What follows belongs to an exercise in optimizing a design on an open flow for small area; a production flow would make more cautious choices. The RTL of this run was laid out without a check of its function.

File: flow/run.sh
#!/bin/bash
# synth_recipe.tcl (not shown) runs the flow's synth.tcl, then flattens the netlist and writes it again
# the make line also repeats each setting of config.mk as NAME=value (left out here)
make -C /OpenROAD-flow-scripts/flow DESIGN_CONFIG=/design/flow/config.mk WORK_HOME=/design/flow/orfs CLKGATE_MAP_FILE= SYNTH_SCRIPT=/design/flow/synth_recipe.tcl finish
File: flow/config.mk
export PLATFORM = sky130hd
export DESIGN_NAME = systolic_array
export DESIGN_NICKNAME = systolic_array
export VERILOG_FILES = /design/flow/design.v
export SDC_FILE = /design/flow/constraint.sdc
export NUM_CORES = 4
export LEC_CHECK = 0
export CAP_MARGIN = 20
export CORE_MARGIN = 2
export CORE_UTILIZATION = 40
export SLEW_MARGIN = 20
File: flow/constraint.sdc
create_clock -name core_clock -period 10.0 [get_ports {clk}]
set_input_delay 2.0000 -clock core_clock [delete_from_list [all_inputs] [get_ports {clk}]]
set_output_delay 2.0000 -clock core_clock [all_outputs]
set_load 0.01 [all_outputs]
File: flow/design.v
module systolic_array #(parameter DATAWIDTH = 16,  
parameter N_SIZE = 5    
) (
    input wire clk,
    input wire rst_n,
    input wire valid_in,
    input wire [N_SIZE*DATAWIDTH-1:0] matrix_b_in,  
    input wire [N_SIZE*DATAWIDTH-1:0] matrix_a_in,  
    output reg valid_out,
    output reg [N_SIZE*2*DATAWIDTH-1:0] matrix_c_out  
);
wire [DATAWIDTH-1:0] a_wire [N_SIZE][N_SIZE+1];
wire [DATAWIDTH-1:0] b_wire [N_SIZE+1][N_SIZE];
wire [2*DATAWIDTH-1:0] r_wire [N_SIZE][N_SIZE];
wire [DATAWIDTH-1:0] reg_wire_a [N_SIZE][N_SIZE];
wire [DATAWIDTH-1:0] reg_wire_b [N_SIZE][N_SIZE];
wire [$clog2(N_SIZE)-1:0] sel;
wire [DATAWIDTH*2*N_SIZE-1:0] r_col_wire [N_SIZE];
genvar i, j;
generate
    for (i = 0; i < N_SIZE; i++) begin : row
        for (j = 0; j < N_SIZE; j++) begin : col
            localparam int THIS_MAX_COUNT = N_SIZE+i+j;
            pe #(
                .DATAWIDTH(DATAWIDTH),
                .MAX_COUNT(THIS_MAX_COUNT)
            ) pe_inst (
                .v_in(b_wire[i][j]),
                .h_in(a_wire[i][j]),
                .v_out(b_wire[i+1][j]),
                .h_out(a_wire[i][j+1]),
                .r(r_wire[i][j]),
                .clk(clk),
                .rst_n(rst_n)
            );
        end
    end
endgenerate
genvar r_idx, c_idx;
generate
    for (r_idx = 0; r_idx < N_SIZE; r_idx++) begin : row_block
        for (c_idx = 0; c_idx < N_SIZE; c_idx++) begin : col_block 
            if (c_idx > N_SIZE - r_idx - 1) begin
                parallel_reg #(.DATAWIDTH(DATAWIDTH)) parallel_reg_instb (
                    .p_in(reg_wire_b[r_idx-1][c_idx]),    
                    .clk(clk),
                    .rst_n(rst_n),
                    .p_out(reg_wire_b[r_idx][c_idx])     
                );
            end
        end
    end
endgenerate
genvar idx_b;
generate
    for (idx_b = 0; idx_b < N_SIZE; idx_b++) begin : connect_vin_from_regb
        assign b_wire[0][idx_b] = reg_wire_b[N_SIZE-1][idx_b]; 
    end
endgenerate
genvar b;
generate
    for (b = 0; b < N_SIZE; b++) begin : connect_matrix_b_input
        assign reg_wire_b[b][N_SIZE - b - 1] = matrix_b_in[b*DATAWIDTH +: DATAWIDTH];
    end
endgenerate
genvar x_idx, y_idx;
generate
    for (x_idx = 0; x_idx < N_SIZE; x_idx++) begin : x_loop
        for (y_idx = 0; y_idx < N_SIZE; y_idx++) begin : y_loop  
             if (y_idx > N_SIZE - x_idx - 1) begin
                parallel_reg #(.DATAWIDTH(DATAWIDTH)) parallel_reg_insta (
                    .p_in(reg_wire_a[x_idx][y_idx-1]),  
                    .clk(clk),
                    .rst_n(rst_n),
                    .p_out(reg_wire_a[x_idx][y_idx])
                );
            end
        end
    end
endgenerate
genvar idx_a;
generate
    for (idx_a = 0; idx_a < N_SIZE; idx_a++) begin : connect_vin_from_rega
        assign a_wire[idx_a][0] = reg_wire_a[idx_a][N_SIZE-1]; 
    end
endgenerate
genvar a;
generate
    for (a = 0; a < N_SIZE; a++) begin : connect_matrix_a_input
        assign reg_wire_a[N_SIZE - a - 1][a] = matrix_a_in[a*DATAWIDTH +: DATAWIDTH];
    end
endgenerate
control_unit #(.N_SIZE(N_SIZE)) control_unit_inst (
    .clk(clk),
    .rst_n(rst_n),
    .valid_in(valid_in),
    .valid_out(valid_out),
    .sel(sel));
genvar col_index, row_index;
generate
    for (col_index = 0; col_index < N_SIZE; col_index = col_index + 1) begin : concat_cols
        wire [N_SIZE*2*DATAWIDTH-1:0] col_concat;
        for (row_index = 0; row_index < N_SIZE; row_index = row_index + 1) begin : row_concat
            assign col_concat[(N_SIZE - row_index)*2*DATAWIDTH - 1 -: 2*DATAWIDTH] = r_wire[row_index][col_index];
        end
        assign r_col_wire[col_index] = col_concat;
    end
endgenerate
genvar k;
generate
    for (k = 0; k < N_SIZE; k++) begin : output_mux
        mux_n_to_1 #(.N_SIZE(N_SIZE), .DATAWIDTH(DATAWIDTH)) mux_inst (
            .in(r_col_wire[k]),
            .sel(sel),
            .out(matrix_c_out[(N_SIZE - k)*2*DATAWIDTH - 1 -: 2*DATAWIDTH])
        );
    end
endgenerate
endmodule
module pe #(
    parameter DATAWIDTH = 16,
    parameter MAX_COUNT = 5  
) (
    input  logic clk,
    input  logic rst_n,
    input  logic [DATAWIDTH-1:0] v_in,
    input  logic [DATAWIDTH-1:0] h_in,
    output logic [DATAWIDTH-1:0] v_out,
    output logic [DATAWIDTH-1:0] h_out,
    output logic [2*DATAWIDTH-1:0] r
);
    logic [2*DATAWIDTH-1:0] acc;
    logic [$clog2(MAX_COUNT+1)-1:0] count;
    always_ff @(posedge clk or negedge rst_n) begin
        if (!rst_n) begin
            acc    <= '0;
            r      <= '0;
            v_out  <= '0;
            h_out  <= '0;
            count  <= '0;
        end else begin
            if (count < MAX_COUNT) begin
                acc <= acc + v_in * h_in;
                count <= count + 1;
            end
            r <= acc;
            v_out <= v_in;
            h_out <= h_in;
        end
    end
endmodule
module parallel_reg #( 
    parameter DATAWIDTH = 16  
)
(
    input wire [DATAWIDTH-1:0] p_in,
    input wire clk,
    input wire rst_n, 
    output reg [DATAWIDTH-1:0] p_out
);
reg [DATAWIDTH-1:0] p_reg;
   always@(posedge clk or negedge rst_n) begin
    if(!rst_n)begin
    p_reg<=0;
    p_out<=0;
    end
    else begin
    p_reg <= p_in;  
   p_out <= p_in;  
   end 
   end 
endmodule
module control_unit #(  
    parameter N_SIZE = 5  
    )(
    input wire clk,
    input wire rst_n,
    input logic valid_in,
    output logic valid_out,
    output logic [$clog2(N_SIZE)-1:0]sel
);
localparam NUM_STATES = 3*(N_SIZE)-1;
localparam  STATE_WIDTH = $clog2(NUM_STATES);
localparam SEL_WIDTH = $clog2(NUM_STATES/2);
logic [STATE_WIDTH:0] current_state, next_state;
    always_ff @(posedge clk or negedge rst_n) begin
        if (!rst_n)
            current_state <= 0;
        else
            current_state <= next_state;
    end
    always_comb begin
    next_state = current_state;
    valid_out  = 0;
    sel = {SEL_WIDTH{1'bx}};   
        if (current_state == NUM_STATES )
            next_state = 0;
        else
            next_state = current_state + 1;
    if (current_state <= (NUM_STATES / 2)+1) begin
        valid_out = 0;
        sel = {SEL_WIDTH{1'bx}};   
    end else begin
        valid_out = 1;
        sel = (NUM_STATES ) - current_state;
    end
end
endmodule
module mux_n_to_1 #( 
    parameter N_SIZE = 5,                      
    parameter DATAWIDTH = 16              
)(
    input  logic [N_SIZE*2*DATAWIDTH-1:0] in,    
    input  logic [$clog2(N_SIZE)-1:0] sel,     
    output logic [2*DATAWIDTH-1:0] out      
);
    always_comb begin
        out = 0;
        for (int i = 0; i < N_SIZE; i++) begin
            if ((sel) == i)
                out = in[i*2*DATAWIDTH +: 2*DATAWIDTH];
        end
    end
endmodule
==> reports/metrics.csv <==
stage,metric,value,unit
global_route,grt_max_degree,161,
cells_and_area,area_growth_syn_to_layout,8.26,%
clock_tree,cts_hold_buf,0,
cells_and_area,drive_above_1_share,0.0286,
setup_path,r2r_end,row[2].col[2].pe_inst.acc[28],
yosys,synth_edf_count,0,
drt,postRouteAntennaNets,0,
timing,rsz0062_at_grt,no,
drt,wire_per_inst,19.2,µm
setup_path,critical_path.most_common_cell,fa_1,
global_route,grt_use_total,0.214,
setup_path,crit_required,10.88,ns
place,place_congestion,0.905,
clock_tree,postCtsSetupBuffers,0,
place,io_buffers,322,
timing,finalSetupViolations,0,
run,cap_violations,0,
setup_path,cp_slowest_stage_delay,0.83,ns
setup_path,path_buf_inv,5,
floorplanning,dieArea,0.793,mm²
floorplanning,die_w,890,µm
setup_path,critPathMaxFanout,17,
setup_path,worstReg2RegStart,row[2].col[1].pe_inst.h_out[1],
setup_path,crit_path_end,row[0].col[0].pe_inst.acc[31],
cells_and_area,fill_cells,75687,
drt,drt-vias-per-instance,4.98,
yosys,netlist_instances,32914,
yosys,synthArstFlopShare,1.00,
clock_tree,htree_levels,5,
place,hpwl,659000,µm
yosys,synth.distinct_cells,92,
clock_tree,cts.repair.resized,0,
drt,drt_iter0_drc,12922,
timing,slew_violations,0,
yosys,synth_top_flop_cell,dfrtp_1,
yosys,synth.cell_area,0.314,mm²
setup_path,cp_top_family,adder cells,
floorplanning,start_util,0.401,
global_route,antenna_found_initial,47,
clock_tree,worstSkewPairLatency,1.04,ns
timing,fmax,0.121,GHz
setup_path,cp-start-kind,input port,
timing,period_needed,8.23,ns
yosys,synth_warnings,18,
clock_tree,cts-root-buf,clkbuf_16,
global_route,grt_first_pass_wirelength,1340000,µm
yosys,ys_seq_elements,2659,
setup_path,crit_type,input port to register,
floorplanning,row_count,325,
global_route,grt_pass1_vias,237491,
setup_path,crit_slowest_cell,clkdlybuf4s50_1,
yosys,avgSynthCellArea,9.55,µm²
floorplanning,design.core.area,0.783,mm²
timing,final.setup_skew,0.0962,ns
run_status,status,"complete, no violations",
timing,tightest_slew,1.26,ns
setup_path,arrival,9.11,ns
global_route,grt_overflow,0,
setup_path,cp-startpoint,matrix_a_in[68],
timing,timing.hold.ws,0.324,ns
setup_path,reg2regPathDepth,20,
clock_tree,cts.clk_slew.worst_paths,0.06,ns
drt,vias,216608,
setup_path,path_cells,clkdlybuf4s50_1 > and2_1 > fa_1 > inv_1 > fa_1 > fa_1 > fa_1 > inv_1 > fa_1 > inv_1 > fa_1 > inv_1 > ha_1 > a21o_1 > a21oi_1 > nand2_1 > o21ai_1 > o2111ai_1 > a31oi_1 > o21ai_1 > a2111oi_0 > nand3b_1 > xor2_1,
timing,period_share,0.823,
cells_and_area,nNetsFinal,41011,
yosys,synthesis.nets,41214,
timing,maxSlewHeadroom,0.149,
setup_path,rrSetupSlack,2.24,ns
timing,finalHoldViolCount,0,
drt,dr.pass1.iters,6,
drt,postRouteWirelength,833000,µm
drt,drc,0,
floorplanning,io_pins,324,
setup_path,critPathCaptureType,register,
setup_path,crit_cells,23,
timing,fin_setup_tns,0,ns
floorplanning,die_h,890,µm
clock_tree,cts_buffers,320,
clock_tree,tritoncts,built,
clock_tree,cts_buffer_depth,4,
clock_tree,cts_sinks,2659,
hold_path,hold_path.class,register to register,
yosys,ys_seq_area_frac,0.212,
how the worst min path moves through the flow:
| stage | startpoint | endpoint | slack [ns] | cells after the start |
|---|---|---|---|---|
| after global placement | register | register | 0.33 | 0 |
| after detailed placement | register | register | 0.33 | 0 |
| final | register | register | 0.32 | 0 |
| after floorplan | register | register | 0.33 | 0 |
| after global routing | register | register | 0.33 | 0 |
| after CTS | register | register | 0.32 | 0 |
area by class of cell:
| class | instances | area (µm²) | area share |
|---|---|---|---|
| multi-input combinational | 20702 | 212000 | 0.623 |
| clock buffer | 418 | 8950 | 0.0263 |
| tap | 10464 | 13100 | 0.0385 |
| clock inverter | 163 | 2390 | 0.00701 |
| timing repair buffer | 608 | 5600 | 0.0165 |
| antenna | 23 | 57.6 | 0.000169 |
| sequential | 2659 | 66500 | 0.196 |
| inverter | 8420 | 31600 | 0.0929 |
placed cells by master, fill, tap and decap left out, types with 53 or more instances in the layout:
cell type | netlist | layout
buf_4 | 0 | 267
and2_1 | 3010 | 3007
nor3_1 | 103 | 103
nor2b_1 | 88 | 88
o21bai_1 | 61 | 61
a221o_1 | 172 | 172
o21ai_0 | 850 | 823
nand3_1 | 126 | 126
nand2b_1 | 126 | 126
ha_1 | 2512 | 2512
a21oi_1 | 876 | 871
a31oi_1 | 87 | 87
a211oi_1 | 56 | 56
a22oi_1 | 162 | 162
inv_1 | 8420 | 8420
and3_1 | 66 | 66
clkdlybuf4s50_1 | 0 | 321
o21ai_1 | 113 | 123
clkbuf_16 | 0 | 322
o31ai_1 | 78 | 78
nor2_1 | 659 | 654
a21o_1 | 320 | 320
dfrtp_1 | 2659 | 2655
xor2_1 | 287 | 287
clkbuf_8 | 0 | 53
o21a_1 | 85 | 85
nand2_1 | 4342 | 4341
nand4_1 | 59 | 59
fa_1 | 5625 | 5625
xnor2_1 | 411 | 411
cells in the mapped netlist (all sizes together), types with 11 or more instances:
master | instances | share of area
and4 | 15 | 0.00042
buf | 14 | 0.00018
ha | 2512 | 0.10
inv | 8420 | 0.10
o21bai | 61 | 0.0015
xor2 | 287 | 0.0080
o21a | 85 | 0.0020
a21boi | 20 | 0.00048
a31o | 25 | 0.00070
a21o | 320 | 0.0076
nand3 | 126 | 0.0020
o31ai | 78 | 0.0019
nor3 | 103 | 0.0016
o211ai | 35 | 0.00084
nor2b | 88 | 0.0018
a22oi | 162 | 0.0039
a211oi | 58 | 0.0014
or2 | 17 | 0.00034
nand2 | 4343 | 0.052
dfrtp | 2659 | 0.21
nand4 | 59 | 0.0012
or3 | 35 | 0.00070
o2111ai | 14 | 0.00039
nor2 | 659 | 0.0079
a221o | 172 | 0.0055
a21oi | 878 | 0.014
xnor2 | 411 | 0.011
nand2b | 126 | 0.0025
clkbuf | 1119 | 0.013
nand4b | 12 | 0.00033
nand3b | 15 | 0.00036
a31oi | 87 | 0.0017
a221oi | 11 | 0.00033
nor3b | 18 | 0.00043
mux2 | 32 | 0.0011
mux2i | 15 | 0.00048
fa | 5625 | 0.36
o21ai | 964 | 0.015
a211o | 20 | 0.00056
and3 | 66 | 0.0013
and2 | 3011 | 0.060
nor4b | 12 | 0.00035
worst reg2reg max path, delay by kind of cell (launching register included):
| family | cells | cell delay, ns |
|---|---|---|
| buffers and inverters | 3 | 0.16 |
| multiplexers | 1 | 0.08 |
| XOR/XNOR | 1 | 0.16 |
| AO/OA/AOI/OAI | 6 | 2.53 |
| flip-flops | 1 | 0.86 |
| adder cells (fa/ha/maj) | 7 | 3.46 |
| AND/OR/NAND/NOR | 2 | 0.44 |
logic make-up after synthesis:
kind of cell / count (synthesis) / share of synthesized area
AO/OA/AOI/OAI: 3092 / 0.0612
multiplexers: 48 / 0.00170
flip-flops: 2659 / 0.212
buffers and inverters: 9553 / 0.114
XOR/XNOR: 698 / 0.0195
adder cells (fa/ha/maj): 8137 / 0.458
AND/OR/NAND/NOR: 8727 / 0.134
per-layer routing:
layer | up-vias | share of wire | GRT usage
met5 | - | 0.000076 | 0
met4 | 10 | 0.043 | 0.0764
met3 | 1376 | 0.060 | 0.0344
met2 | 5548 | 0.48 | 0.364
met1 | 112784 | 0.41 | 0.277
li1 | 96890 | - | -
through the flow:
step / utilization / worst slack (ns) / instances / cell area, µm²
2_1_floorplan: - / 2.31 / 32914 / 314000
3_3_place_gp: 0.420 / 0.786 / 42851 / 329000
3_5_place_dp: 0.420 / 0.855 / 42852 / 329000
4_1_cts: 0.434 / 1.86 / 43433 / 340000
5_1_grt: 0.434 / 1.39 / 43436 / 340000
6_report: 0.434 / 1.77 / 43457 / 340000
registers in the layout (all words and copies together), names as in the netlist:
register,cells
row.col.pe_inst.h_out,320
x_loop.y_loop.genblk1.parallel_reg_insta.p_out,160
row.col.pe_inst.count,94
row_block.col_block.genblk1.parallel_reg_instb.p_out,160
control_unit_inst.current_state,5
row.col.pe_inst.acc,800
row.col.pe_inst.v_out,320
row.col.pe_inst.r,800

[afterwards: timing with drivers on the ports]
The flow's constraints put no driver on any port. The routed layout listed below was extracted and timed again, unchanged, in two steps.
Step 1 sets driving cells, clkbuf_16 on the clock port and buf_2 on the other inputs (assumed; they add their load-dependent delay and slew).
Step 2 adds t to the input delays and takes it off the output delays; t is the mean of the earliest and latest rising clock arrival at the registers after step 1. Input paths then give back, and output paths get back, about the clock's delay inside the block.
a / b / c = no drivers / after step 1 / after step 2; a / b = the first two.
shift t [ns]: 1.129
slack for setup (ns): 1.766 / 1.706 / 0.756
slew at the worst register clock pin (ns): 0.07 / 0.07
After both steps this run still meets setup and hold. For this run, drivers alone change the setup slack by -0.060 ns; drivers and shift together by -1.010 ns.
